Source: an optimization exercise on an open RTL-to-GDS flow (aim: small area and a short achievable clock period). Production flows keep margins and buffers that such runs may drop.
The RTL was checked by simulation tests, not by an equivalence proof against the original design.

--- flow/flow/run.sh ---
#!/bin/bash
set -e
export BUFFER_PORTS_ARGS="-buffer_cell sky130_fd_sc_hd__buf_1"
bash standard.sh > standard.log 2>&1
--- flow/design.v ---
module intt4point(
    input clk, rst,
    input [15:0] in0, in1, in2, in3,
    output [15:0] out0, out1, out2, out3
);
  wire [12:0] z0, z1, z2, z3;
  reg [14:0] rs0;
  reg [14:0] rs2;
  reg [12:0] rb;
  reg [12:0] rd;
  wire [12:0] dmz;
  wire [12:0] bmz;
  wire [12:0] g0 = in0[12:0] & {13{~rst}};
  wire [12:0] g1 = in1[12:0] & {13{~rst}};
  wire [12:0] g2 = in2[12:0] & {13{~rst}};
  wire [12:0] g3 = in3[12:0] & {13{~rst}};
  wire s1, c2;
  ha_m us1 (.a(g0[0]), .b(g2[0]), .s(s1), .co(c2));
  wire s3, c4;
  fa_m us3 (.a(g0[1]), .b(g2[1]), .c(c2), .s(s3), .co(c4));
  wire s5, c6;
  fa_m us5 (.a(g0[2]), .b(g2[2]), .c(c4), .s(s5), .co(c6));
  wire s7, c8;
  fa_m us7 (.a(g0[3]), .b(g2[3]), .c(c6), .s(s7), .co(c8));
  wire s9, c10;
  fa_m us9 (.a(g0[4]), .b(g2[4]), .c(c8), .s(s9), .co(c10));
  wire s11, c12;
  fa_m us11 (.a(g0[5]), .b(g2[5]), .c(c10), .s(s11), .co(c12));
  wire s13, c14;
  fa_m us13 (.a(g0[6]), .b(g2[6]), .c(c12), .s(s13), .co(c14));
  wire s15, c16;
  fa_m us15 (.a(g0[7]), .b(g2[7]), .c(c14), .s(s15), .co(c16));
  wire s17, c18;
  fa_m us17 (.a(g0[8]), .b(g2[8]), .c(c16), .s(s17), .co(c18));
  wire s19, c20;
  fa_m us19 (.a(g0[9]), .b(g2[9]), .c(c18), .s(s19), .co(c20));
  wire s21, c22;
  fa_m us21 (.a(g0[10]), .b(g2[10]), .c(c20), .s(s21), .co(c22));
  wire s23, c24;
  fa_m us23 (.a(g0[11]), .b(g2[11]), .c(c22), .s(s23), .co(c24));
  wire s25, c26;
  fa_m us25 (.a(g0[12]), .b(g2[12]), .c(c24), .s(s25), .co(c26));
  wire s27, c28;
  ha_m us27 (.a(g1[0]), .b(g3[0]), .s(s27), .co(c28));
  wire s29, c30;
  fa_m us29 (.a(g1[1]), .b(g3[1]), .c(c28), .s(s29), .co(c30));
  wire s31, c32;
  fa_m us31 (.a(g1[2]), .b(g3[2]), .c(c30), .s(s31), .co(c32));
  wire s33, c34;
  fa_m us33 (.a(g1[3]), .b(g3[3]), .c(c32), .s(s33), .co(c34));
  wire s35, c36;
  fa_m us35 (.a(g1[4]), .b(g3[4]), .c(c34), .s(s35), .co(c36));
  wire s37, c38;
  fa_m us37 (.a(g1[5]), .b(g3[5]), .c(c36), .s(s37), .co(c38));
  wire s39, c40;
  fa_m us39 (.a(g1[6]), .b(g3[6]), .c(c38), .s(s39), .co(c40));
  wire s41, c42;
  fa_m us41 (.a(g1[7]), .b(g3[7]), .c(c40), .s(s41), .co(c42));
  wire s43, c44;
  fa_m us43 (.a(g1[8]), .b(g3[8]), .c(c42), .s(s43), .co(c44));
  wire s45, c46;
  fa_m us45 (.a(g1[9]), .b(g3[9]), .c(c44), .s(s45), .co(c46));
  wire s47, c48;
  fa_m us47 (.a(g1[10]), .b(g3[10]), .c(c46), .s(s47), .co(c48));
  wire s49, c50;
  fa_m us49 (.a(g1[11]), .b(g3[11]), .c(c48), .s(s49), .co(c50));
  wire s51, c52;
  fa_m us51 (.a(g1[12]), .b(g3[12]), .c(c50), .s(s51), .co(c52));
  wire i53 = ~g2[0];
  wire s54, c55;
  xn_m us54 (.a(g0[0]), .b(i53), .y(s54));
  or_m uc55 (.a(g0[0]), .b(i53), .y(c55));
  wire i56 = ~g2[1];
  wire s57, c58;
  assign c58 = (g0[1] & i56) | (g0[1] & c55) | (i56 & c55);
  wire i59 = ~g2[2];
  wire s60, c61;
  assign c61 = (g0[2] & i59) | (g0[2] & c58) | (i59 & c58);
  wire i62 = ~g2[3];
  wire s63, c64;
  assign c64 = (g0[3] & i62) | (g0[3] & c61) | (i62 & c61);
  wire i65 = ~g2[4];
  wire s66, c67;
  assign c67 = (g0[4] & i65) | (g0[4] & c64) | (i65 & c64);
  wire i68 = ~g2[5];
  wire s69, c70;
  assign c70 = (g0[5] & i68) | (g0[5] & c67) | (i68 & c67);
  wire i71 = ~g2[6];
  wire s72, c73;
  assign c73 = (g0[6] & i71) | (g0[6] & c70) | (i71 & c70);
  wire i74 = ~g2[7];
  wire s75, c76;
  assign c76 = (g0[7] & i74) | (g0[7] & c73) | (i74 & c73);
  wire i77 = ~g2[8];
  wire s78, c79;
  assign c79 = (g0[8] & i77) | (g0[8] & c76) | (i77 & c76);
  wire i80 = ~g2[9];
  wire s81, c82;
  assign c82 = (g0[9] & i80) | (g0[9] & c79) | (i80 & c79);
  wire i83 = ~g2[10];
  wire s84, c85;
  assign c85 = (g0[10] & i83) | (g0[10] & c82) | (i83 & c82);
  wire i86 = ~g2[11];
  wire s87, c88;
  assign c88 = (g0[11] & i86) | (g0[11] & c85) | (i86 & c85);
  wire i89 = ~g2[12];
  wire s90, c91;
  wire i92 = ~g3[0];
  wire s93, c94;
  xn_m us93 (.a(g1[0]), .b(i92), .y(s93));
  or_m uc94 (.a(g1[0]), .b(i92), .y(c94));
  wire i95 = ~g3[1];
  wire s96, c97;
  assign c97 = (g1[1] & i95) | (g1[1] & c94) | (i95 & c94);
  wire i98 = ~g3[2];
  wire s99, c100;
  assign c100 = (g1[2] & i98) | (g1[2] & c97) | (i98 & c97);
  wire i101 = ~g3[3];
  wire s102, c103;
  assign c103 = (g1[3] & i101) | (g1[3] & c100) | (i101 & c100);
  wire i104 = ~g3[4];
  wire s105, c106;
  assign c106 = (g1[4] & i104) | (g1[4] & c103) | (i104 & c103);
  wire i107 = ~g3[5];
  wire s108, c109;
  assign c109 = (g1[5] & i107) | (g1[5] & c106) | (i107 & c106);
  wire i110 = ~g3[6];
  wire s111, c112;
  assign c112 = (g1[6] & i110) | (g1[6] & c109) | (i110 & c109);
  wire i113 = ~g3[7];
  wire s114, c115;
  assign c115 = (g1[7] & i113) | (g1[7] & c112) | (i113 & c112);
  wire i116 = ~g3[8];
  wire s117, c118;
  assign c118 = (g1[8] & i116) | (g1[8] & c115) | (i116 & c115);
  wire i119 = ~g3[9];
  wire s120, c121;
  assign c121 = (g1[9] & i119) | (g1[9] & c118) | (i119 & c118);
  wire i122 = ~g3[10];
  wire s123, c124;
  assign c124 = (g1[10] & i122) | (g1[10] & c121) | (i122 & c121);
  wire i125 = ~g3[11];
  wire s126, c127;
  assign c127 = (g1[11] & i125) | (g1[11] & c124) | (i125 & c124);
  wire i128 = ~g3[12];
  wire s129, c130;
  wire s131, c132;
  xn_m us131 (.a(g0[0]), .b(i53), .y(s131));
  or_m uc132 (.a(g0[0]), .b(i53), .y(c132));
  wire s133, c134;
  fa_m us133 (.a(g0[1]), .b(i56), .c(c132), .s(s133), .co(c134));
  wire s135, c136;
  fa_m us135 (.a(g0[2]), .b(i59), .c(c134), .s(s135), .co(c136));
  wire s137, c138;
  fa_m us137 (.a(g0[3]), .b(i62), .c(c136), .s(s137), .co(c138));
  wire s139, c140;
  fa_m us139 (.a(g0[4]), .b(i65), .c(c138), .s(s139), .co(c140));
  wire s141, c142;
  fa_m us141 (.a(g0[5]), .b(i68), .c(c140), .s(s141), .co(c142));
  wire s143, c144;
  fa_m us143 (.a(g0[6]), .b(i71), .c(c142), .s(s143), .co(c144));
  wire s145, c146;
  fa_m us145 (.a(g0[7]), .b(i74), .c(c144), .s(s145), .co(c146));
  wire s147, c148;
  fa_m us147 (.a(g0[8]), .b(i77), .c(c146), .s(s147), .co(c148));
  wire s149, c150;
  fa_m us149 (.a(g0[9]), .b(i80), .c(c148), .s(s149), .co(c150));
  wire s151, c152;
  fa_m us151 (.a(g0[10]), .b(i83), .c(c150), .s(s151), .co(c152));
  wire s153, c154;
  fa_m us153 (.a(g0[11]), .b(i86), .c(c152), .s(s153), .co(c154));
  wire s155, c156;
  fa_m us155 (.a(g0[12]), .b(i89), .c(c154), .s(s155), .co(c156));
  wire [12:0] w157 = {s155, s153, s151, s149, s147, s145, s143, s141, s139, s137, s135, s133, s131};
  wire i158 = ~c156;
  assign bmz = i158 ? w157 + 13'd7681 : w157;
  wire s159, c160;
  xn_m us159 (.a(g1[0]), .b(i92), .y(s159));
  or_m uc160 (.a(g1[0]), .b(i92), .y(c160));
  wire s161, c162;
  fa_m us161 (.a(g1[1]), .b(i95), .c(c160), .s(s161), .co(c162));
  wire s163, c164;
  fa_m us163 (.a(g1[2]), .b(i98), .c(c162), .s(s163), .co(c164));
  wire s165, c166;
  fa_m us165 (.a(g1[3]), .b(i101), .c(c164), .s(s165), .co(c166));
  wire s167, c168;
  fa_m us167 (.a(g1[4]), .b(i104), .c(c166), .s(s167), .co(c168));
  wire s169, c170;
  fa_m us169 (.a(g1[5]), .b(i107), .c(c168), .s(s169), .co(c170));
  wire s171, c172;
  fa_m us171 (.a(g1[6]), .b(i110), .c(c170), .s(s171), .co(c172));
  wire s173, c174;
  fa_m us173 (.a(g1[7]), .b(i113), .c(c172), .s(s173), .co(c174));
  wire s175, c176;
  fa_m us175 (.a(g1[8]), .b(i116), .c(c174), .s(s175), .co(c176));
  wire s177, c178;
  fa_m us177 (.a(g1[9]), .b(i119), .c(c176), .s(s177), .co(c178));
  wire s179, c180;
  fa_m us179 (.a(g1[10]), .b(i122), .c(c178), .s(s179), .co(c180));
  wire s181, c182;
  fa_m us181 (.a(g1[11]), .b(i125), .c(c180), .s(s181), .co(c182));
  wire s183, c184;
  fa_m us183 (.a(g1[12]), .b(i128), .c(c182), .s(s183), .co(c184));
  wire [12:0] w185 = {s183, s181, s179, s177, s175, s173, s171, s169, s167, s165, s163, s161, s159};
  wire i186 = ~c184;
  assign dmz = i186 ? w185 + 13'd7681 : w185;
  wire s187, c188;
  ha_m us187 (.a(s1), .b(s27), .s(s187), .co(c188));
  wire s189, c190;
  fa_m us189 (.a(s3), .b(s29), .c(c188), .s(s189), .co(c190));
  wire s191, c192;
  fa_m us191 (.a(s5), .b(s31), .c(c190), .s(s191), .co(c192));
  wire s193, c194;
  fa_m us193 (.a(s7), .b(s33), .c(c192), .s(s193), .co(c194));
  wire s195, c196;
  fa_m us195 (.a(s9), .b(s35), .c(c194), .s(s195), .co(c196));
  wire s197, c198;
  fa_m us197 (.a(s11), .b(s37), .c(c196), .s(s197), .co(c198));
  wire s199, c200;
  fa_m us199 (.a(s13), .b(s39), .c(c198), .s(s199), .co(c200));
  wire s201, c202;
  fa_m us201 (.a(s15), .b(s41), .c(c200), .s(s201), .co(c202));
  wire s203, c204;
  fa_m us203 (.a(s17), .b(s43), .c(c202), .s(s203), .co(c204));
  wire s205, c206;
  fa_m us205 (.a(s19), .b(s45), .c(c204), .s(s205), .co(c206));
  wire s207, c208;
  fa_m us207 (.a(s21), .b(s47), .c(c206), .s(s207), .co(c208));
  wire s209, c210;
  fa_m us209 (.a(s23), .b(s49), .c(c208), .s(s209), .co(c210));
  wire s211, c212;
  fa_m us211 (.a(s25), .b(s51), .c(c210), .s(s211), .co(c212));
  wire s213, c214;
  fa_m us213 (.a(c26), .b(c52), .c(c212), .s(s213), .co(c214));
  wire i215 = ~s27;
  wire s216, c217;
  xn_m us216 (.a(s1), .b(i215), .y(s216));
  or_m uc217 (.a(s1), .b(i215), .y(c217));
  wire i218 = ~s29;
  wire s219, c220;
  fa_m us219 (.a(s3), .b(i218), .c(c217), .s(s219), .co(c220));
  wire i221 = ~s31;
  wire s222, c223;
  fa_m us222 (.a(s5), .b(i221), .c(c220), .s(s222), .co(c223));
  wire i224 = ~s33;
  wire s225, c226;
  fa_m us225 (.a(s7), .b(i224), .c(c223), .s(s225), .co(c226));
  wire i227 = ~s35;
  wire s228, c229;
  fa_m us228 (.a(s9), .b(i227), .c(c226), .s(s228), .co(c229));
  wire i230 = ~s37;
  wire s231, c232;
  fa_m us231 (.a(s11), .b(i230), .c(c229), .s(s231), .co(c232));
  wire i233 = ~s39;
  wire s234, c235;
  fa_m us234 (.a(s13), .b(i233), .c(c232), .s(s234), .co(c235));
  wire i236 = ~s41;
  wire s237, c238;
  fa_m us237 (.a(s15), .b(i236), .c(c235), .s(s237), .co(c238));
  wire i239 = ~s43;
  wire s240, c241;
  fa_m us240 (.a(s17), .b(i239), .c(c238), .s(s240), .co(c241));
  wire i242 = ~s45;
  wire s243, c244;
  fa_m us243 (.a(s19), .b(i242), .c(c241), .s(s243), .co(c244));
  wire i245 = ~s47;
  wire s246, c247;
  fa_m us246 (.a(s21), .b(i245), .c(c244), .s(s246), .co(c247));
  wire i248 = ~s49;
  wire s249, c250;
  fa_m us249 (.a(s23), .b(i248), .c(c247), .s(s249), .co(c250));
  wire i251 = ~s51;
  wire s252, c253;
  fa_m us252 (.a(s25), .b(i251), .c(c250), .s(s252), .co(c253));
  wire i254 = ~c52;
  wire s255, c256;
  fa_m us255 (.a(c26), .b(i254), .c(c253), .s(s255), .co(c256));
  wire [14:0] rs0_d = {c214, s213, s211, s209, s207, s205, s203, s201, s199, s197, s195, s193, s191, s189, s187};
  wire [14:0] rs2_d = {c256, s255, s252, s249, s246, s243, s240, s237, s234, s231, s228, s225, s222, s219, s216};
  wire [12:0] rb_d = {bmz[12], bmz[11], bmz[10], bmz[9], bmz[8], bmz[7], bmz[6], bmz[5], bmz[4], bmz[3], bmz[2], bmz[1], bmz[0]};
  wire [12:0] rd_d = {dmz[12], dmz[11], dmz[10], dmz[9], dmz[8], dmz[7], dmz[6], dmz[5], dmz[4], dmz[3], dmz[2], dmz[1], dmz[0]};
  wire i257 = ~rs0[1];
  wire s258, c259;
  ha_m us258 (.a(i257), .b(rs0[14]), .s(s258), .co(c259));
  wire s260, c261;
  ha_m us260 (.a(rs0[0]), .b(rs0[9]), .s(s260), .co(c261));
  wire s262, c263;
  fa_m us262 (.a(rs0[1]), .b(rs0[10]), .c(c261), .s(s262), .co(c263));
  wire s264, c265;
  ha_m us264 (.a(rs0[11]), .b(c263), .s(s264), .co(c265));
  wire s266, c267;
  ha_m us266 (.a(rs0[12]), .b(c265), .s(s266), .co(c267));
  wire s268, c269;
  fa_m us268 (.a(rs0[13]), .b(rs0[0]), .c(c267), .s(s268), .co(c269));
  wire i270 = ~rs0[0];
  wire s271, c272;
  fa_m us271 (.a(i270), .b(s258), .c(c269), .s(s271), .co(c272));
  wire s273, c274;
  xn_m us273 (.a(c259), .b(c272), .y(s273));
  or_m uc274 (.a(c259), .b(c272), .y(c274));
  wire [12:0] w275 = {s271, s268, s266, s264, s262, s260, rs0[8], rs0[7], rs0[6], rs0[5], rs0[4], rs0[3], rs0[2]};
  assign z0 = s273 ? w275 + 13'd7681 : w275;
  wire i276 = ~rs2[1];
  wire s277, c278;
  xn_m us277 (.a(i276), .b(rs2[14]), .y(s277));
  or_m uc278 (.a(i276), .b(rs2[14]), .y(c278));
  wire i279 = ~rs2[7];
  wire s280, c281;
  ha_m us280 (.a(i279), .b(rs2[5]), .s(s280), .co(c281));
  wire s282, c283;
  ha_m us282 (.a(rs2[2]), .b(rs2[8]), .s(s282), .co(c283));
  wire s284, c285;
  fa_m us284 (.a(rs2[6]), .b(c281), .c(c278), .s(s284), .co(c285));
  wire s286, c287;
  fa_m us286 (.a(rs2[3]), .b(rs2[9]), .c(rs2[0]), .s(s286), .co(c287));
  wire s288, c289;
  fa_m us288 (.a(i279), .b(c283), .c(s286), .s(s288), .co(c289));
  wire s290, c291;
  fa_m us290 (.a(rs2[4]), .b(rs2[10]), .c(rs2[1]), .s(s290), .co(c291));
  wire s292, c293;
  fa_m us292 (.a(c287), .b(s290), .c(c289), .s(s292), .co(c293));
  wire s294, c295;
  fa_m us294 (.a(rs2[2]), .b(rs2[5]), .c(rs2[11]), .s(s294), .co(c295));
  wire i296 = ~c291;
  wire s297, c298;
  fa_m us297 (.a(rs2[0]), .b(rs2[9]), .c(i296), .s(s297), .co(c298));
  wire i299 = ~s294;
  wire s300, c301;
  ha_m us300 (.a(i299), .b(s297), .s(s300), .co(c301));
  wire s302, c303;
  fa_m us302 (.a(rs2[3]), .b(rs2[6]), .c(rs2[12]), .s(s302), .co(c303));
  wire s304, c305;
  fa_m us304 (.a(rs2[1]), .b(rs2[10]), .c(c298), .s(s304), .co(c305));
  wire i306 = ~c301;
  wire s307, c308;
  fa_m us307 (.a(c295), .b(s302), .c(i306), .s(s307), .co(c308));
  wire s309, c310;
  fa_m us309 (.a(rs2[2]), .b(rs2[11]), .c(rs2[0]), .s(s309), .co(c310));
  wire s311, c312;
  fa_m us311 (.a(rs2[4]), .b(rs2[7]), .c(rs2[13]), .s(s311), .co(c312));
  wire i313 = ~s309;
  wire s314, c315;
  fa_m us314 (.a(c303), .b(i313), .c(s311), .s(s314), .co(c315));
  wire i316 = ~s314;
  wire s317, c318;
  ha_m us317 (.a(i316), .b(c305), .s(s317), .co(c318));
  wire s319, c320;
  xn_m us319 (.a(rs2[3]), .b(rs2[12]), .y(s319));
  or_m uc320 (.a(rs2[3]), .b(rs2[12]), .y(c320));
  wire s321, c322;
  fa_m us321 (.a(rs2[5]), .b(rs2[8]), .c(rs2[14]), .s(s321), .co(c322));
  wire s323, c324;
  fa_m us323 (.a(rs2[1]), .b(c310), .c(s319), .s(s323), .co(c324));
  wire s325, c326;
  fa_m us325 (.a(c312), .b(s321), .c(c315), .s(s325), .co(c326));
  wire i327 = ~s325;
  wire s328, c329;
  ha_m us328 (.a(s323), .b(i327), .s(s328), .co(c329));
  wire s330, c331;
  ha_m us330 (.a(rs2[0]), .b(rs2[9]), .s(s330), .co(c331));
  wire s332, c333;
  fa_m us332 (.a(rs2[2]), .b(rs2[4]), .c(rs2[13]), .s(s332), .co(c333));
  wire s334, c335;
  fa_m us334 (.a(rs2[0]), .b(rs2[6]), .c(c322), .s(s334), .co(c335));
  wire s336, c337;
  fa_m us336 (.a(c320), .b(s332), .c(c324), .s(s336), .co(c337));
  wire s338, c339;
  fa_m us338 (.a(s330), .b(s334), .c(c326), .s(s338), .co(c339));
  wire s340, c341;
  ha_m us340 (.a(s336), .b(c329), .s(s340), .co(c341));
  wire s342, c343;
  fa_m us342 (.a(rs2[1]), .b(rs2[10]), .c(c331), .s(s342), .co(c343));
  wire s344, c345;
  fa_m us344 (.a(rs2[3]), .b(c333), .c(c337), .s(s344), .co(c345));
  wire s346, c347;
  fa_m us346 (.a(c335), .b(s342), .c(c339), .s(s346), .co(c347));
  wire s348, c349;
  ha_m us348 (.a(s344), .b(c341), .s(s348), .co(c349));
  wire i350 = ~rs2[4];
  wire s351, c352;
  fa_m us351 (.a(rs2[2]), .b(rs2[11]), .c(i350), .s(s351), .co(c352));
  wire s353, c354;
  fa_m us353 (.a(s351), .b(c343), .c(c347), .s(s353), .co(c354));
  wire s355, c356;
  ha_m us355 (.a(c345), .b(c349), .s(s355), .co(c356));
  wire s357, c358;
  fa_m us357 (.a(rs2[3]), .b(rs2[12]), .c(c352), .s(s357), .co(c358));
  wire i359 = ~s357;
  wire s360, c361;
  fa_m us360 (.a(rs2[5]), .b(i359), .c(c356), .s(s360), .co(c361));
  wire i362 = ~rs2[0];
  wire s363, c364;
  fa_m us363 (.a(i362), .b(rs2[4]), .c(rs2[13]), .s(s363), .co(c364));
  wire i365 = ~rs2[6];
  wire s366, c367;
  fa_m us366 (.a(i365), .b(s363), .c(c358), .s(s366), .co(c367));
  wire s368, c369;
  ha_m us368 (.a(s277), .b(s280), .s(s368), .co(c369));
  wire i370 = ~s282;
  wire s371, c372;
  fa_m us371 (.a(i370), .b(s284), .c(c369), .s(s371), .co(c372));
  wire i373 = ~s288;
  wire s374, c375;
  fa_m us374 (.a(c285), .b(i373), .c(c372), .s(s374), .co(c375));
  wire i376 = ~s292;
  wire s377, c378;
  fa_m us377 (.a(rs2[8]), .b(i376), .c(c375), .s(s377), .co(c378));
  wire i379 = ~c293;
  wire s380, c381;
  fa_m us380 (.a(i379), .b(s300), .c(c378), .s(s380), .co(c381));
  wire i382 = ~s307;
  wire s383, c384;
  xn_m us383 (.a(s304), .b(i382), .y(s383));
  or_m uc384 (.a(s304), .b(i382), .y(c384));
  wire i385 = ~c308;
  wire s386, c387;
  ha_m us386 (.a(i385), .b(s317), .s(s386), .co(c387));
  wire s388, c389;
  ha_m us388 (.a(c318), .b(s328), .s(s388), .co(c389));
  wire i390 = ~s338;
  wire s391, c392;
  ha_m us391 (.a(i390), .b(s340), .s(s391), .co(c392));
  wire s393, c394;
  fa_m us393 (.a(s368), .b(s348), .c(c392), .s(s393), .co(c394));
  wire s395, c396;
  fa_m us395 (.a(s371), .b(s355), .c(c394), .s(s395), .co(c396));
  wire s397, c398;
  fa_m us397 (.a(s374), .b(s360), .c(c396), .s(s397), .co(c398));
  wire s399, c400;
  fa_m us399 (.a(s377), .b(c361), .c(c398), .s(s399), .co(c400));
  wire s401, c402;
  ha_m us401 (.a(c364), .b(s368), .s(s401), .co(c402));
  wire i403 = ~s380;
  wire s404, c405;
  fa_m us404 (.a(s401), .b(c367), .c(i403), .s(s404), .co(c405));
  wire s406, c407;
  ha_m us406 (.a(c402), .b(s371), .s(s406), .co(c407));
  wire s408, c409;
  ha_m us408 (.a(c381), .b(s383), .s(s408), .co(c409));
  wire s410, c411;
  fa_m us410 (.a(c384), .b(s386), .c(c409), .s(s410), .co(c411));
  wire s412, c413;
  fa_m us412 (.a(c387), .b(s388), .c(c411), .s(s412), .co(c413));
  wire s414, c415;
  fa_m us414 (.a(c389), .b(s391), .c(c413), .s(s414), .co(c415));
  wire i416 = ~s346;
  wire s417, c418;
  fa_m us417 (.a(i416), .b(s393), .c(c415), .s(s417), .co(c418));
  wire i419 = ~s353;
  wire s420, c421;
  fa_m us420 (.a(i419), .b(s395), .c(c418), .s(s420), .co(c421));
  wire i422 = ~c354;
  wire s423, c424;
  fa_m us423 (.a(i422), .b(s397), .c(c421), .s(s423), .co(c424));
  wire i425 = ~s366;
  wire s426, c427;
  fa_m us426 (.a(i425), .b(s399), .c(c424), .s(s426), .co(c427));
  wire i428 = ~s404;
  wire s429, c430;
  fa_m us429 (.a(c400), .b(i428), .c(c427), .s(s429), .co(c430));
  wire i431 = ~c430;
  wire s432, c433;
  fa_m us432 (.a(c405), .b(s406), .c(i431), .s(s432), .co(c433));
  wire s434, c435;
  fa_m us434 (.a(s374), .b(c407), .c(c433), .s(s434), .co(c435));
  wire s436, c437;
  ha_m us436 (.a(s377), .b(c435), .s(s436), .co(c437));
  wire s438, c439;
  ha_m us438 (.a(s380), .b(c437), .s(s438), .co(c439));
  wire i440 = ~s432;
  wire i441 = ~s434;
  wire i442 = ~s436;
  wire i443 = ~s438;
  wire [12:0] w444 = {i443, i442, i441, i440, s429, s426, s423, s420, s417, s414, s412, s410, s408};
  assign z2 = c439 ? w444 + 13'd7681 : w444;
  wire s445, c446;
  fa_m us445 (.a(rb[7]), .b(rb[3]), .c(rb[1]), .s(s445), .co(c446));
  wire s447, c448;
  ha_m us447 (.a(rd[9]), .b(rd[0]), .s(s447), .co(c448));
  wire s449, c450;
  fa_m us449 (.a(rb[8]), .b(rb[4]), .c(rb[2]), .s(s449), .co(c450));
  wire s451, c452;
  fa_m us451 (.a(rd[10]), .b(rd[1]), .c(c448), .s(s451), .co(c452));
  wire s453, c454;
  xn_m us453 (.a(c446), .b(s449), .y(s453));
  or_m uc454 (.a(c446), .b(s449), .y(c454));
  wire s455, c456;
  fa_m us455 (.a(rb[0]), .b(rb[9]), .c(rb[5]), .s(s455), .co(c456));
  wire s457, c458;
  fa_m us457 (.a(rb[3]), .b(rd[0]), .c(c450), .s(s457), .co(c458));
  wire s459, c460;
  fa_m us459 (.a(rd[2]), .b(rd[11]), .c(c452), .s(s459), .co(c460));
  wire s461, c462;
  fa_m us461 (.a(s455), .b(c454), .c(s457), .s(s461), .co(c462));
  wire s463, c464;
  fa_m us463 (.a(rb[1]), .b(rb[10]), .c(rb[6]), .s(s463), .co(c464));
  wire s465, c466;
  fa_m us465 (.a(rb[4]), .b(rb[0]), .c(rd[1]), .s(s465), .co(c466));
  wire s467, c468;
  fa_m us467 (.a(c456), .b(s463), .c(s465), .s(s467), .co(c468));
  wire s469, c470;
  fa_m us469 (.a(rd[3]), .b(rd[12]), .c(c460), .s(s469), .co(c470));
  wire s471, c472;
  fa_m us471 (.a(c458), .b(s467), .c(c462), .s(s471), .co(c472));
  wire s473, c474;
  fa_m us473 (.a(rb[2]), .b(rb[11]), .c(rb[7]), .s(s473), .co(c474));
  wire s475, c476;
  fa_m us475 (.a(rb[5]), .b(rb[1]), .c(rd[2]), .s(s475), .co(c476));
  wire s477, c478;
  fa_m us477 (.a(rd[0]), .b(c464), .c(c466), .s(s477), .co(c478));
  wire s479, c480;
  fa_m us479 (.a(s473), .b(s475), .c(c468), .s(s479), .co(c480));
  wire s481, c482;
  fa_m us481 (.a(s477), .b(s479), .c(c472), .s(s481), .co(c482));
  wire s483, c484;
  ha_m us483 (.a(rd[4]), .b(c470), .s(s483), .co(c484));
  wire i485 = ~rb[3];
  wire s486, c487;
  xn_m us486 (.a(i485), .b(rd[5]), .y(s486));
  or_m uc487 (.a(i485), .b(rd[5]), .y(c487));
  wire s488, c489;
  fa_m us488 (.a(rb[12]), .b(rb[8]), .c(rb[6]), .s(s488), .co(c489));
  wire s490, c491;
  fa_m us490 (.a(rb[2]), .b(rd[3]), .c(rd[1]), .s(s490), .co(c491));
  wire s492, c493;
  fa_m us492 (.a(c474), .b(c476), .c(s488), .s(s492), .co(c493));
  wire s494, c495;
  fa_m us494 (.a(s490), .b(c478), .c(s492), .s(s494), .co(c495));
  wire s496, c497;
  fa_m us496 (.a(c480), .b(s494), .c(c482), .s(s496), .co(c497));
  wire s498, c499;
  ha_m us498 (.a(s486), .b(c484), .s(s498), .co(c499));
  wire s500, c501;
  fa_m us500 (.a(rd[2]), .b(rb[4]), .c(rb[0]), .s(s500), .co(c501));
  wire s502, c503;
  fa_m us502 (.a(rb[9]), .b(rb[7]), .c(rb[3]), .s(s502), .co(c503));
  wire s504, c505;
  fa_m us504 (.a(rb[0]), .b(rd[6]), .c(c487), .s(s504), .co(c505));
  wire s506, c507;
  fa_m us506 (.a(rd[4]), .b(c489), .c(c491), .s(s506), .co(c507));
  wire s508, c509;
  fa_m us508 (.a(s500), .b(s502), .c(c493), .s(s508), .co(c509));
  wire s510, c511;
  fa_m us510 (.a(s506), .b(c495), .c(s508), .s(s510), .co(c511));
  wire i512 = ~s510;
  wire s513, c514;
  fa_m us513 (.a(s504), .b(i512), .c(c499), .s(s513), .co(c514));
  wire s515, c516;
  fa_m us515 (.a(rd[3]), .b(rb[5]), .c(rb[1]), .s(s515), .co(c516));
  wire s517, c518;
  fa_m us517 (.a(rb[10]), .b(rb[8]), .c(rb[4]), .s(s517), .co(c518));
  wire s519, c520;
  fa_m us519 (.a(rd[5]), .b(c501), .c(c503), .s(s519), .co(c520));
  wire s521, c522;
  fa_m us521 (.a(rb[1]), .b(rd[7]), .c(c505), .s(s521), .co(c522));
  wire s523, c524;
  fa_m us523 (.a(s515), .b(s517), .c(c507), .s(s523), .co(c524));
  wire s525, c526;
  fa_m us525 (.a(s519), .b(c509), .c(s523), .s(s525), .co(c526));
  wire i527 = ~s521;
  wire s528, c529;
  fa_m us528 (.a(i527), .b(s525), .c(c511), .s(s528), .co(c529));
  wire i530 = ~rd[4];
  wire s531, c532;
  xn_m us531 (.a(rb[2]), .b(i530), .y(s531));
  or_m uc532 (.a(rb[2]), .b(i530), .y(c532));
  wire s533, c534;
  fa_m us533 (.a(rb[6]), .b(rb[2]), .c(rb[0]), .s(s533), .co(c534));
  wire s535, c536;
  fa_m us535 (.a(rb[11]), .b(rb[9]), .c(rb[5]), .s(s535), .co(c536));
  wire s537, c538;
  fa_m us537 (.a(rd[6]), .b(c516), .c(c518), .s(s537), .co(c538));
  wire s539, c540;
  fa_m us539 (.a(s533), .b(s535), .c(c520), .s(s539), .co(c540));
  wire s541, c542;
  fa_m us541 (.a(rd[8]), .b(s531), .c(c522), .s(s541), .co(c542));
  wire s543, c544;
  fa_m us543 (.a(s537), .b(c524), .c(s539), .s(s543), .co(c544));
  wire s545, c546;
  fa_m us545 (.a(c526), .b(s543), .c(c529), .s(s545), .co(c546));
  wire s547, c548;
  fa_m us547 (.a(rd[5]), .b(rb[12]), .c(rb[10]), .s(s547), .co(c548));
  wire s549, c550;
  fa_m us549 (.a(rb[6]), .b(rd[7]), .c(c534), .s(s549), .co(c550));
  wire s551, c552;
  fa_m us551 (.a(c536), .b(s547), .c(c538), .s(s551), .co(c552));
  wire s553, c554;
  fa_m us553 (.a(s549), .b(c540), .c(s551), .s(s553), .co(c554));
  wire s555, c556;
  fa_m us555 (.a(rb[3]), .b(c532), .c(c542), .s(s555), .co(c556));
  wire s557, c558;
  fa_m us557 (.a(c544), .b(s553), .c(c546), .s(s557), .co(c558));
  wire s559, c560;
  xn_m us559 (.a(rb[4]), .b(rb[0]), .y(s559));
  or_m uc560 (.a(rb[4]), .b(rb[0]), .y(c560));
  wire s561, c562;
  fa_m us561 (.a(rd[6]), .b(rb[11]), .c(rb[7]), .s(s561), .co(c562));
  wire s563, c564;
  fa_m us563 (.a(rd[8]), .b(c548), .c(s561), .s(s563), .co(c564));
  wire s565, c566;
  fa_m us565 (.a(c550), .b(s563), .c(c552), .s(s565), .co(c566));
  wire i567 = ~s559;
  wire s568, c569;
  fa_m us568 (.a(i567), .b(c554), .c(s565), .s(s568), .co(c569));
  wire i570 = ~s568;
  wire s571, c572;
  ha_m us571 (.a(c556), .b(i570), .s(s571), .co(c572));
  wire s573, c574;
  xn_m us573 (.a(rb[5]), .b(rb[1]), .y(s573));
  or_m uc574 (.a(rb[5]), .b(rb[1]), .y(c574));
  wire s575, c576;
  fa_m us575 (.a(rd[7]), .b(rb[12]), .c(rb[8]), .s(s575), .co(c576));
  wire s577, c578;
  fa_m us577 (.a(rd[9]), .b(c562), .c(s575), .s(s577), .co(c578));
  wire s579, c580;
  fa_m us579 (.a(c564), .b(s577), .c(c566), .s(s579), .co(c580));
  wire s581, c582;
  fa_m us581 (.a(c560), .b(s573), .c(c572), .s(s581), .co(c582));
  wire s583, c584;
  xn_m us583 (.a(c569), .b(s579), .y(s583));
  or_m uc584 (.a(c569), .b(s579), .y(c584));
  wire s585, c586;
  fa_m us585 (.a(rb[6]), .b(rb[2]), .c(rb[0]), .s(s585), .co(c586));
  wire s587, c588;
  fa_m us587 (.a(rd[8]), .b(rb[9]), .c(rd[10]), .s(s587), .co(c588));
  wire s589, c590;
  fa_m us589 (.a(c576), .b(s587), .c(c578), .s(s589), .co(c590));
  wire i591 = ~s589;
  wire s592, c593;
  fa_m us592 (.a(c574), .b(s585), .c(i591), .s(s592), .co(c593));
  wire i594 = ~s592;
  wire s595, c596;
  fa_m us595 (.a(i594), .b(c580), .c(c584), .s(s595), .co(c596));
  wire s597, c598;
  ha_m us597 (.a(rb[10]), .b(rd[11]), .s(s597), .co(c598));
  wire i599 = ~c586;
  wire s600, c601;
  fa_m us600 (.a(i599), .b(c588), .c(s597), .s(s600), .co(c601));
  wire i602 = ~c593;
  wire s603, c604;
  fa_m us603 (.a(s600), .b(c590), .c(i602), .s(s603), .co(c604));
  wire s605, c606;
  ha_m us605 (.a(rb[11]), .b(rd[12]), .s(s605), .co(c606));
  wire s607, c608;
  fa_m us607 (.a(c598), .b(s605), .c(c601), .s(s607), .co(c608));
  wire s609, c610;
  ha_m us609 (.a(rb[12]), .b(c606), .s(s609), .co(c610));
  wire i611 = ~s445;
  wire s612, c613;
  ha_m us612 (.a(i611), .b(s447), .s(s612), .co(c613));
  wire i614 = ~s453;
  wire s615, c616;
  fa_m us615 (.a(s451), .b(i614), .c(c613), .s(s615), .co(c616));
  wire i617 = ~s461;
  wire s618, c619;
  fa_m us618 (.a(s459), .b(i617), .c(c616), .s(s618), .co(c619));
  wire i620 = ~s471;
  wire s621, c622;
  fa_m us621 (.a(s469), .b(i620), .c(c619), .s(s621), .co(c622));
  wire i623 = ~s481;
  wire s624, c625;
  xn_m us624 (.a(s483), .b(i623), .y(s624));
  or_m uc625 (.a(s483), .b(i623), .y(c625));
  wire i626 = ~s496;
  wire s627, c628;
  ha_m us627 (.a(s498), .b(i626), .s(s627), .co(c628));
  wire i629 = ~c497;
  wire s630, c631;
  ha_m us630 (.a(s513), .b(i629), .s(s630), .co(c631));
  wire i632 = ~s528;
  wire s633, c634;
  ha_m us633 (.a(i632), .b(c514), .s(s633), .co(c634));
  wire i635 = ~s545;
  wire s636, c637;
  ha_m us636 (.a(s541), .b(i635), .s(s636), .co(c637));
  wire s638, c639;
  fa_m us638 (.a(s612), .b(s555), .c(c637), .s(s638), .co(c639));
  wire s640, c641;
  fa_m us640 (.a(s615), .b(s571), .c(c639), .s(s640), .co(c641));
  wire i642 = ~s583;
  wire s643, c644;
  fa_m us643 (.a(s618), .b(i642), .c(s581), .s(s643), .co(c644));
  wire s645, c646;
  fa_m us645 (.a(s621), .b(c582), .c(c644), .s(s645), .co(c646));
  wire s647, c648;
  fa_m us647 (.a(s612), .b(s603), .c(c596), .s(s647), .co(c648));
  wire s649, c650;
  fa_m us649 (.a(s615), .b(s607), .c(c604), .s(s649), .co(c650));
  wire s651, c652;
  fa_m us651 (.a(s609), .b(c608), .c(s618), .s(s651), .co(c652));
  wire s653, c654;
  ha_m us653 (.a(c610), .b(c652), .s(s653), .co(c654));
  wire s655, c656;
  ha_m us655 (.a(c622), .b(s624), .s(s655), .co(c656));
  wire s657, c658;
  fa_m us657 (.a(c625), .b(s627), .c(c656), .s(s657), .co(c658));
  wire s659, c660;
  fa_m us659 (.a(c628), .b(s630), .c(c658), .s(s659), .co(c660));
  wire s661, c662;
  fa_m us661 (.a(c631), .b(s633), .c(c660), .s(s661), .co(c662));
  wire s663, c664;
  fa_m us663 (.a(c634), .b(s636), .c(c662), .s(s663), .co(c664));
  wire i665 = ~s557;
  wire s666, c667;
  fa_m us666 (.a(i665), .b(s638), .c(c664), .s(s666), .co(c667));
  wire i668 = ~c558;
  wire s669, c670;
  fa_m us669 (.a(i668), .b(s640), .c(c667), .s(s669), .co(c670));
  wire s671, c672;
  fa_m us671 (.a(c641), .b(s643), .c(c670), .s(s671), .co(c672));
  wire i673 = ~s595;
  wire s674, c675;
  fa_m us674 (.a(i673), .b(s645), .c(c672), .s(s674), .co(c675));
  wire i676 = ~s647;
  wire s677, c678;
  fa_m us677 (.a(c646), .b(i676), .c(c675), .s(s677), .co(c678));
  wire i679 = ~c678;
  wire s680, c681;
  fa_m us680 (.a(c648), .b(s649), .c(i679), .s(s680), .co(c681));
  wire s682, c683;
  fa_m us682 (.a(c650), .b(s651), .c(c681), .s(s682), .co(c683));
  wire s684, c685;
  fa_m us684 (.a(s621), .b(s653), .c(c683), .s(s684), .co(c685));
  wire s686, c687;
  xn_m us686 (.a(c654), .b(c685), .y(s686));
  or_m uc687 (.a(c654), .b(c685), .y(c687));
  wire i688 = ~s680;
  wire i689 = ~s682;
  wire i690 = ~s684;
  wire [12:0] w691 = {i690, i689, i688, s677, s674, s671, s669, s666, s663, s661, s659, s657, s655};
  wire i692 = ~s686;
  assign z1 = i692 ? w691 + 13'd7681 : w691;
  wire s693, c694;
  fa_m us693 (.a(rd[7]), .b(rd[3]), .c(rd[1]), .s(s693), .co(c694));
  wire s695, c696;
  ha_m us695 (.a(rb[0]), .b(rb[9]), .s(s695), .co(c696));
  wire s697, c698;
  fa_m us697 (.a(rd[8]), .b(rd[4]), .c(rd[2]), .s(s697), .co(c698));
  wire s699, c700;
  fa_m us699 (.a(rb[1]), .b(rb[10]), .c(c696), .s(s699), .co(c700));
  wire s701, c702;
  xn_m us701 (.a(c694), .b(s697), .y(s701));
  or_m uc702 (.a(c694), .b(s697), .y(c702));
  wire s703, c704;
  fa_m us703 (.a(rd[0]), .b(rb[0]), .c(rd[9]), .s(s703), .co(c704));
  wire s705, c706;
  fa_m us705 (.a(rd[5]), .b(rd[3]), .c(c698), .s(s705), .co(c706));
  wire s707, c708;
  fa_m us707 (.a(rb[2]), .b(rb[11]), .c(c700), .s(s707), .co(c708));
  wire s709, c710;
  fa_m us709 (.a(s703), .b(c702), .c(s705), .s(s709), .co(c710));
  wire s711, c712;
  fa_m us711 (.a(rd[1]), .b(rb[1]), .c(rd[10]), .s(s711), .co(c712));
  wire s713, c714;
  fa_m us713 (.a(rd[6]), .b(rd[4]), .c(rd[0]), .s(s713), .co(c714));
  wire s715, c716;
  fa_m us715 (.a(c704), .b(s711), .c(s713), .s(s715), .co(c716));
  wire s717, c718;
  fa_m us717 (.a(rb[3]), .b(rb[12]), .c(c708), .s(s717), .co(c718));
  wire s719, c720;
  fa_m us719 (.a(c706), .b(s715), .c(c710), .s(s719), .co(c720));
  wire s721, c722;
  fa_m us721 (.a(rb[0]), .b(rb[2]), .c(rd[11]), .s(s721), .co(c722));
  wire s723, c724;
  fa_m us723 (.a(rd[7]), .b(rd[5]), .c(rd[1]), .s(s723), .co(c724));
  wire s725, c726;
  fa_m us725 (.a(rd[2]), .b(c712), .c(c714), .s(s725), .co(c726));
  wire s727, c728;
  fa_m us727 (.a(s721), .b(s723), .c(c716), .s(s727), .co(c728));
  wire s729, c730;
  fa_m us729 (.a(s725), .b(s727), .c(c720), .s(s729), .co(c730));
  wire s731, c732;
  ha_m us731 (.a(rb[4]), .b(c718), .s(s731), .co(c732));
  wire i733 = ~rb[1];
  wire s734, c735;
  xn_m us734 (.a(i733), .b(rb[5]), .y(s734));
  or_m uc735 (.a(i733), .b(rb[5]), .y(c735));
  wire s736, c737;
  fa_m us736 (.a(rd[3]), .b(rb[3]), .c(rd[12]), .s(s736), .co(c737));
  wire s738, c739;
  fa_m us738 (.a(rd[8]), .b(rd[6]), .c(rd[2]), .s(s738), .co(c739));
  wire s740, c741;
  fa_m us740 (.a(c722), .b(c724), .c(s736), .s(s740), .co(c741));
  wire s742, c743;
  fa_m us742 (.a(s738), .b(c726), .c(s740), .s(s742), .co(c743));
  wire s744, c745;
  fa_m us744 (.a(c728), .b(s742), .c(c730), .s(s744), .co(c745));
  wire s746, c747;
  ha_m us746 (.a(s734), .b(c732), .s(s746), .co(c747));
  wire s748, c749;
  fa_m us748 (.a(rb[2]), .b(rd[4]), .c(rd[0]), .s(s748), .co(c749));
  wire s750, c751;
  fa_m us750 (.a(rb[4]), .b(rd[9]), .c(rd[7]), .s(s750), .co(c751));
  wire s752, c753;
  fa_m us752 (.a(rd[0]), .b(rb[6]), .c(c735), .s(s752), .co(c753));
  wire s754, c755;
  fa_m us754 (.a(rd[3]), .b(c737), .c(c739), .s(s754), .co(c755));
  wire s756, c757;
  fa_m us756 (.a(s748), .b(s750), .c(c741), .s(s756), .co(c757));
  wire s758, c759;
  fa_m us758 (.a(s754), .b(c743), .c(s756), .s(s758), .co(c759));
  wire i760 = ~s758;
  wire s761, c762;
  fa_m us761 (.a(s752), .b(i760), .c(c747), .s(s761), .co(c762));
  wire s763, c764;
  fa_m us763 (.a(rb[3]), .b(rd[5]), .c(rd[1]), .s(s763), .co(c764));
  wire s765, c766;
  fa_m us765 (.a(rb[5]), .b(rd[10]), .c(rd[8]), .s(s765), .co(c766));
  wire s767, c768;
  fa_m us767 (.a(rd[4]), .b(c749), .c(c751), .s(s767), .co(c768));
  wire s769, c770;
  fa_m us769 (.a(rd[1]), .b(rb[7]), .c(c753), .s(s769), .co(c770));
  wire s771, c772;
  fa_m us771 (.a(s763), .b(s765), .c(c755), .s(s771), .co(c772));
  wire s773, c774;
  fa_m us773 (.a(s767), .b(c757), .c(s771), .s(s773), .co(c774));
  wire i775 = ~s769;
  wire s776, c777;
  fa_m us776 (.a(i775), .b(s773), .c(c759), .s(s776), .co(c777));
  wire i778 = ~rb[4];
  wire s779, c780;
  xn_m us779 (.a(i778), .b(rd[2]), .y(s779));
  or_m uc780 (.a(i778), .b(rd[2]), .y(c780));
  wire s781, c782;
  fa_m us781 (.a(rd[6]), .b(rd[2]), .c(rd[0]), .s(s781), .co(c782));
  wire s783, c784;
  fa_m us783 (.a(rb[6]), .b(rd[11]), .c(rd[9]), .s(s783), .co(c784));
  wire s785, c786;
  fa_m us785 (.a(rd[5]), .b(c764), .c(c766), .s(s785), .co(c786));
  wire s787, c788;
  fa_m us787 (.a(s781), .b(s783), .c(c768), .s(s787), .co(c788));
  wire s789, c790;
  fa_m us789 (.a(rb[8]), .b(s779), .c(c770), .s(s789), .co(c790));
  wire s791, c792;
  fa_m us791 (.a(s785), .b(c772), .c(s787), .s(s791), .co(c792));
  wire s793, c794;
  fa_m us793 (.a(c774), .b(s791), .c(c777), .s(s793), .co(c794));
  wire s795, c796;
  fa_m us795 (.a(rb[5]), .b(rb[7]), .c(rd[12]), .s(s795), .co(c796));
  wire s797, c798;
  fa_m us797 (.a(rd[10]), .b(rd[6]), .c(c782), .s(s797), .co(c798));
  wire s799, c800;
  fa_m us799 (.a(c784), .b(s795), .c(c786), .s(s799), .co(c800));
  wire s801, c802;
  fa_m us801 (.a(s797), .b(c788), .c(s799), .s(s801), .co(c802));
  wire s803, c804;
  fa_m us803 (.a(rd[3]), .b(c780), .c(c790), .s(s803), .co(c804));
  wire s805, c806;
  fa_m us805 (.a(c792), .b(s801), .c(c794), .s(s805), .co(c806));
  wire i807 = ~rb[6];
  wire s808, c809;
  xn_m us808 (.a(i807), .b(rd[4]), .y(s808));
  or_m uc809 (.a(i807), .b(rd[4]), .y(c809));
  wire s810, c811;
  fa_m us810 (.a(rb[8]), .b(rd[11]), .c(rd[7]), .s(s810), .co(c811));
  wire s812, c813;
  fa_m us812 (.a(c796), .b(s810), .c(c798), .s(s812), .co(c813));
  wire s814, c815;
  fa_m us814 (.a(c800), .b(s812), .c(c802), .s(s814), .co(c815));
  wire s816, c817;
  fa_m us816 (.a(rd[0]), .b(s808), .c(c804), .s(s816), .co(c817));
  wire i818 = ~s814;
  wire s819, c820;
  ha_m us819 (.a(i818), .b(s816), .s(s819), .co(c820));
  wire i821 = ~rb[7];
  wire s822, c823;
  xn_m us822 (.a(i821), .b(rd[5]), .y(s822));
  or_m uc823 (.a(i821), .b(rd[5]), .y(c823));
  wire s824, c825;
  fa_m us824 (.a(rb[9]), .b(rd[12]), .c(rd[8]), .s(s824), .co(c825));
  wire s826, c827;
  fa_m us826 (.a(rd[1]), .b(c809), .c(s822), .s(s826), .co(c827));
  wire s828, c829;
  fa_m us828 (.a(c811), .b(s824), .c(c813), .s(s828), .co(c829));
  wire s830, c831;
  fa_m us830 (.a(s826), .b(c817), .c(c820), .s(s830), .co(c831));
  wire s832, c833;
  xn_m us832 (.a(s828), .b(c815), .y(s832));
  or_m uc833 (.a(s828), .b(c815), .y(c833));
  wire s834, c835;
  fa_m us834 (.a(rb[8]), .b(rb[10]), .c(rd[9]), .s(s834), .co(c835));
  wire s836, c837;
  fa_m us836 (.a(rd[6]), .b(rd[2]), .c(rd[0]), .s(s836), .co(c837));
  wire s838, c839;
  fa_m us838 (.a(c823), .b(s836), .c(c827), .s(s838), .co(c839));
  wire s840, c841;
  fa_m us840 (.a(c825), .b(s834), .c(c829), .s(s840), .co(c841));
  wire i842 = ~s838;
  wire s843, c844;
  fa_m us843 (.a(i842), .b(s840), .c(c833), .s(s843), .co(c844));
  wire s845, c846;
  ha_m us845 (.a(rb[11]), .b(rd[10]), .s(s845), .co(c846));
  wire i847 = ~c837;
  wire s848, c849;
  fa_m us848 (.a(c835), .b(i847), .c(s845), .s(s848), .co(c849));
  wire s850, c851;
  fa_m us850 (.a(s848), .b(c841), .c(c844), .s(s850), .co(c851));
  wire s852, c853;
  ha_m us852 (.a(rb[12]), .b(rd[11]), .s(s852), .co(c853));
  wire s854, c855;
  fa_m us854 (.a(c846), .b(s852), .c(c849), .s(s854), .co(c855));
  wire s856, c857;
  ha_m us856 (.a(rd[12]), .b(c853), .s(s856), .co(c857));
  wire i858 = ~s693;
  wire s859, c860;
  ha_m us859 (.a(i858), .b(s695), .s(s859), .co(c860));
  wire i861 = ~s701;
  wire s862, c863;
  fa_m us862 (.a(s699), .b(i861), .c(c860), .s(s862), .co(c863));
  wire i864 = ~s709;
  wire s865, c866;
  fa_m us865 (.a(s707), .b(i864), .c(c863), .s(s865), .co(c866));
  wire i867 = ~s719;
  wire s868, c869;
  fa_m us868 (.a(s717), .b(i867), .c(c866), .s(s868), .co(c869));
  wire i870 = ~s729;
  wire s871, c872;
  xn_m us871 (.a(s731), .b(i870), .y(s871));
  or_m uc872 (.a(s731), .b(i870), .y(c872));
  wire i873 = ~s744;
  wire s874, c875;
  ha_m us874 (.a(s746), .b(i873), .s(s874), .co(c875));
  wire i876 = ~c745;
  wire s877, c878;
  ha_m us877 (.a(s761), .b(i876), .s(s877), .co(c878));
  wire i879 = ~s776;
  wire s880, c881;
  ha_m us880 (.a(i879), .b(c762), .s(s880), .co(c881));
  wire i882 = ~s793;
  wire s883, c884;
  ha_m us883 (.a(s789), .b(i882), .s(s883), .co(c884));
  wire s885, c886;
  fa_m us885 (.a(s859), .b(s803), .c(c884), .s(s885), .co(c886));
  wire s887, c888;
  fa_m us887 (.a(s862), .b(s819), .c(c886), .s(s887), .co(c888));
  wire s889, c890;
  fa_m us889 (.a(s865), .b(s830), .c(c888), .s(s889), .co(c890));
  wire i891 = ~s843;
  wire s892, c893;
  fa_m us892 (.a(s868), .b(i891), .c(c831), .s(s892), .co(c893));
  wire i894 = ~c839;
  wire s895, c896;
  fa_m us895 (.a(s859), .b(i894), .c(s850), .s(s895), .co(c896));
  wire s897, c898;
  fa_m us897 (.a(s862), .b(s854), .c(c851), .s(s897), .co(c898));
  wire s899, c900;
  fa_m us899 (.a(s856), .b(c855), .c(s865), .s(s899), .co(c900));
  wire s901, c902;
  ha_m us901 (.a(c857), .b(c900), .s(s901), .co(c902));
  wire s903, c904;
  ha_m us903 (.a(c869), .b(s871), .s(s903), .co(c904));
  wire s905, c906;
  fa_m us905 (.a(c872), .b(s874), .c(c904), .s(s905), .co(c906));
  wire s907, c908;
  fa_m us907 (.a(c875), .b(s877), .c(c906), .s(s907), .co(c908));
  wire s909, c910;
  fa_m us909 (.a(c878), .b(s880), .c(c908), .s(s909), .co(c910));
  wire s911, c912;
  fa_m us911 (.a(c881), .b(s883), .c(c910), .s(s911), .co(c912));
  wire i913 = ~s805;
  wire s914, c915;
  fa_m us914 (.a(i913), .b(s885), .c(c912), .s(s914), .co(c915));
  wire i916 = ~c806;
  wire s917, c918;
  fa_m us917 (.a(i916), .b(s887), .c(c915), .s(s917), .co(c918));
  wire i919 = ~s832;
  wire s920, c921;
  fa_m us920 (.a(i919), .b(s889), .c(c918), .s(s920), .co(c921));
  wire s922, c923;
  fa_m us922 (.a(c890), .b(s892), .c(c921), .s(s922), .co(c923));
  wire i924 = ~s895;
  wire s925, c926;
  fa_m us925 (.a(c893), .b(i924), .c(c923), .s(s925), .co(c926));
  wire i927 = ~c926;
  wire s928, c929;
  fa_m us928 (.a(c896), .b(s897), .c(i927), .s(s928), .co(c929));
  wire s930, c931;
  fa_m us930 (.a(c898), .b(s899), .c(c929), .s(s930), .co(c931));
  wire s932, c933;
  fa_m us932 (.a(s868), .b(s901), .c(c931), .s(s932), .co(c933));
  wire s934, c935;
  xn_m us934 (.a(c902), .b(c933), .y(s934));
  or_m uc935 (.a(c902), .b(c933), .y(c935));
  wire i936 = ~s928;
  wire i937 = ~s930;
  wire i938 = ~s932;
  wire [12:0] w939 = {i938, i937, i936, s925, s922, s920, s917, s914, s911, s909, s907, s905, s903};
  wire i940 = ~s934;
  assign z3 = i940 ? w939 + 13'd7681 : w939;
  always @(posedge clk) begin
    rs0 <= rs0_d;
    rs2 <= rs2_d;
    rb <= rb_d;
    rd <= rd_d;
  end
  assign out0 = {3'b000, z0};
  assign out1 = {3'b000, z1};
  assign out2 = {3'b000, z2};
  assign out3 = {3'b000, z3};
endmodule
module fa_m(input a, b, c, output s, co);
  assign s = a ^ b ^ c;
  assign co = (a & b) | (a & c) | (b & c);
endmodule
module ha_m(input a, b, output s, co);
  assign s = a ^ b;
  assign co = a & b;
endmodule
module xn_m(input a, b, output y);
  assign y = ~(a ^ b);
endmodule
module or_m(input a, b, output y);
  assign y = a | b;
endmodule
--- flow/config.mk ---
export PLATFORM = sky130hd
export DESIGN_NAME = intt4point
export DESIGN_NICKNAME = intt4point
export VERILOG_FILES = /design/flow/design.v
export SDC_FILE = /design/flow/constraint.sdc
export NUM_CORES = 4
export LEC_CHECK = 0
export CAP_MARGIN = 20
export CORE_MARGIN = 2
export CORE_UTILIZATION = 40
export SLEW_MARGIN = 20
export SYNTH_HIERARCHICAL = 1
export SYNTH_MINIMUM_KEEP_SIZE = 0
--- flow/standard.sh ---
#!/bin/bash
# synth_recipe.tcl (not shown) runs the flow's synth.tcl, then flattens the netlist and writes it again
# the make line also repeats each setting of config.mk as NAME=value (left out here)
make -C /OpenROAD-flow-scripts/flow DESIGN_CONFIG=/design/flow/config.mk WORK_HOME=/design/flow/orfs CLKGATE_MAP_FILE= SYNTH_SCRIPT=/design/flow/synth_recipe.tcl "${@:-finish}"
--- flow/constraint.sdc ---
create_clock -name core_clock -period 110.0 [get_ports {clk}]
set_input_delay 22.0000 -clock core_clock [delete_from_list [all_inputs] [get_ports {clk}]]
set_output_delay 22.0000 -clock core_clock [all_outputs]
set_load 0.01 [all_outputs]
==> reports/results.tsv <==
stage	metric	value	unit
run_status	outcome	timing/DRC/antenna clean	
synthesis	synthDistinctLibCells	33	
drt	wl_per_cell	17.0	µm
synthesis	yosys.area.top_type	fa_1	
clock_network	htree_num_levels	2	
setup_path	cp_max_fo	10	
synthesis	yosysWarnings	7	
sta	fin_ws	78.86	ns
placement	post-dp-hpwl	19800	µm
setup_path	slowest_stage	dfxtp_1	
synthesis	synth-seq-cells	56	
placement	place.gp.congestion	0.837	
setup_path	crit_cells	26	
final_layout	final_cell_area	11400	µm²
placement	place_inst	1285	
setup_path	critPathLaunch	rb[2]$_DFF_P_	
final_layout	syn_to_final_growth	8.40	%
synthesis	seq_area_frac_synth	10.7	%
drt	routed_wl	21900	µm
drt	first_pass_iters	5	
global_routing	grt_max_degree	53	
sta	holdWs	22.22	ns
floorplanning	die_h	166	µm
drt	top_layer	met4	
synthesis	synth_ff_type	dfxtp_1	
floorplanning	rows	59	
setup_path	timing_worst_setup_path_type	register to output pin	
synthesis	synth.area.top_cells	fa_1, dfxtp_1, ha_1	
final_layout	fill_cells	2419	
global_routing	grt_pass1_vias	6980	
synthesis	async_flop_share	0	%
synthesis	synth_cells	854	
clock_network	numCtsBuffers	5	
clock_network	clockBufferDepth	2	
clock_network	cts.reportedPaths.clkPinSlew	0.07	ns
sta	tightestPinTransition	0.817	ns
final_layout	nets	1381	
global_routing	antenna_found_initial	0	
placement	io_buffers	105	
sta	setup_viol	0	
floorplanning	die_area	27600	µm²
clock_network	hold_buffers	0	
synthesis	yosys-top-cells-count	fa_1, inv_1, ha_1, xnor2_1, dfxtp_1	
drt	wl_met2	10500	µm
setup_path	critPathMaxStageDelay	0.79	ns
clock_network	cts_resized	0	
setup_path	path_buf_inv	3	
clock_network	cts.sinks	56	
synthesis	syn_area	10500	µm²
placement	post-place-ws	79.11	ns
global_routing	grt_overflow	0	
placement	dpl_cell_area	11200	µm²
worst_hold_path	whs_path_depth	4	
sta	slew_violations	0	
final_layout	fin_util	44.0	%
floorplanning	die_w	166	µm
flow_run	drv_cap	0	
setup_path	crit_path_end_kind	output pin	
synthesis	synth_most_common_cell	fa_1	
synthesis	syn_avg_cell_area	12.3	µm²
synthesis	synth_edf_count	0	
setup_path	cp_common_cell	fa_1	
drt	post_drt_via_cell_ratio	4.79	
sta	setup_tns	0	ns
sta	finalHoldViolCount	0	
setup_path	worstSetupEndpoint	out1[7]	
drt	drt-initial-drc-count	240	
drt	antenna_left	0	
clock_network	clock-root-buffer	clkbuf_16	
sta	fmax	0.0321	GHz
floorplanning	core	25900	µm²
final_layout	diodes	0	
setup_path	cp-start-kind	register	
final_layout	final_cells	1293	
drt	wl_met1	10400	µm
setup_path	cp.arrival	9.14	ns
sta	slew_headroom	45.1	%
sta	period_minus_slack	31.14	ns
floorplanning	ios	130	
sta	rsz0062_at_grt	false	
synthesis	synth_top_area_share	57.0	%
drt	met3_length	692	µm
sta	fin_crit_sh	28.3	%
clock_network	cts_tree	done	
global_routing	grt_use_total	16.9	%
global_routing	grt_pass1_wl	36600	µm
drt	num_vias	6195	
setup_path	worst_path_dominant_cell_family	adder cells	
final_layout	drive_gt1_share	2.40	%
floorplanning	initial_utilization	40.6	%
worst_hold_path	hold_class	input port to register	
clock_network	post_cts_buffers	0	
drt	drc	0	
setup_path	crit_required	88.00	ns
==> worst min path at each step <==
| stage | from | endpoint | slack [ns] |
|---|---|---|---|
| 6_report | in3[12] | rd[12]$_DFF_P_ | 22.22 |
| 5_1_grt | in3[12] | rd[12]$_DFF_P_ | 22.26 |
| 4_1_cts | in3[12] | rd[12]$_DFF_P_ | 22.23 |
| 3_5_place_dp | in3[12] | rd[12]$_DFF_P_ | 22.54 |
| 3_3_place_gp | in2[0] | rs2[0]$_DFF_P_ | 22.53 |
| 2_1_floorplan | in3[0] | rd[0]$_DFF_P_ | 22.38 |
==> placed cells by master (no fill, tap or decap), drive strengths merged, types with 7 or more instances in the layout <==
cell type / synthesis / routed
fa: 299 / 299
inv: 123 / 124
buf: 16 / 107
xnor2: 59 / 59
ha: 59 / 59
dfxtp: 56 / 56
xor2: 36 / 36
nand2b: 28 / 28
nor2b: 27 / 27
nand2: 20 / 20
or2: 20 / 20
nand4: 20 / 20
nor2: 17 / 17
nand3: 14 / 14
o31ai: 12 / 12
conb: 1 / 12
nor3: 8 / 8
o21ai: 7 / 7
==> Yosys stat by module (local to each module, per instance) <==
module / cells / cell area [µm²] / flip-flops and latches
fa_m: 1 / 20.0 / 0
ha_m: 1 / 12.5 / 0
intt4point: 459 / 3530 / 56
or_m: 1 / 6.26 / 0
xn_m: 1 / 8.76 / 0
==> routing by layer <==
metal / global-route usage, % / vias to the layer above
met2: 27.7 / 124
li1: - / 2814
met1: 25.0 / 3243
met3: 1.67 / 14
met5: 0 / -
met4: 2.61 / 0
==> worst min-delay path: stages <==
cell,delay [ns]
buf_1,0.07
nand2b_1,0.13
fa_1,0.20
xnor2_1,0.07
==> sequential cells by signal (all words and copies together), names as in the netlist <==
name  count
rd       13
rs0      15
rs2      15
rb       13
==> final cells by class <==
type / count / area (µm²) / share of cell area [%]
multi-input cells: 664 / 8840 / 77.6
flip-flops and latches: 56 / 1120 / 9.84
inverters: 123 / 462 / 4.05
well taps: 335 / 419 / 3.68
repair buffers: 107 / 409 / 3.59
clock buffers: 5 / 125 / 1.10
clock inverters: 3 / 21.3 / 0.187
==> cell families (layout without fill, tap and decap cells) <==
group | Yosys count | after routing | share of synthesized area (%)
muxes | 6 | 6 | 0.643
adders and majority gates | 358 | 358 | 64.0
xor gates and xnor gates | 95 | 95 | 7.92
other | 1 | 12 | 0.0357
and+or+nand+nor | 169 | 169 | 9.56
buffers and inverters | 145 | 238 | 5.65
DFF | 56 | 56 | 10.7
AOI/OAI and AO/OA | 24 | 24 | 1.55

[afterwards: timing with drivers on the ports]
The flow's constraints put no driver on any port. The routed layout listed below was extracted and timed again, unchanged, in two steps.
Step 1 assumes that a clkbuf_16 drives the clock port and a buf_2 every other input.
Step 2 moves the port delays by t, midway between the first and last clock arrival at a register: inputs arrive t later, outputs are due t later. That takes back most of the time a late clock gives input paths.
Three values: no drivers, after step 1, after step 2; two values: the first two.
t (ns): 0.325
slack for setup (ns): 78.856 / 78.819 / 79.144
worst setup path after step 2: register to output
cell pins on the clock port's net: 1
After both steps this run still meets setup and hold. For this run, drivers alone change the setup slack by -0.037 ns; drivers and shift together by +0.288 ns.
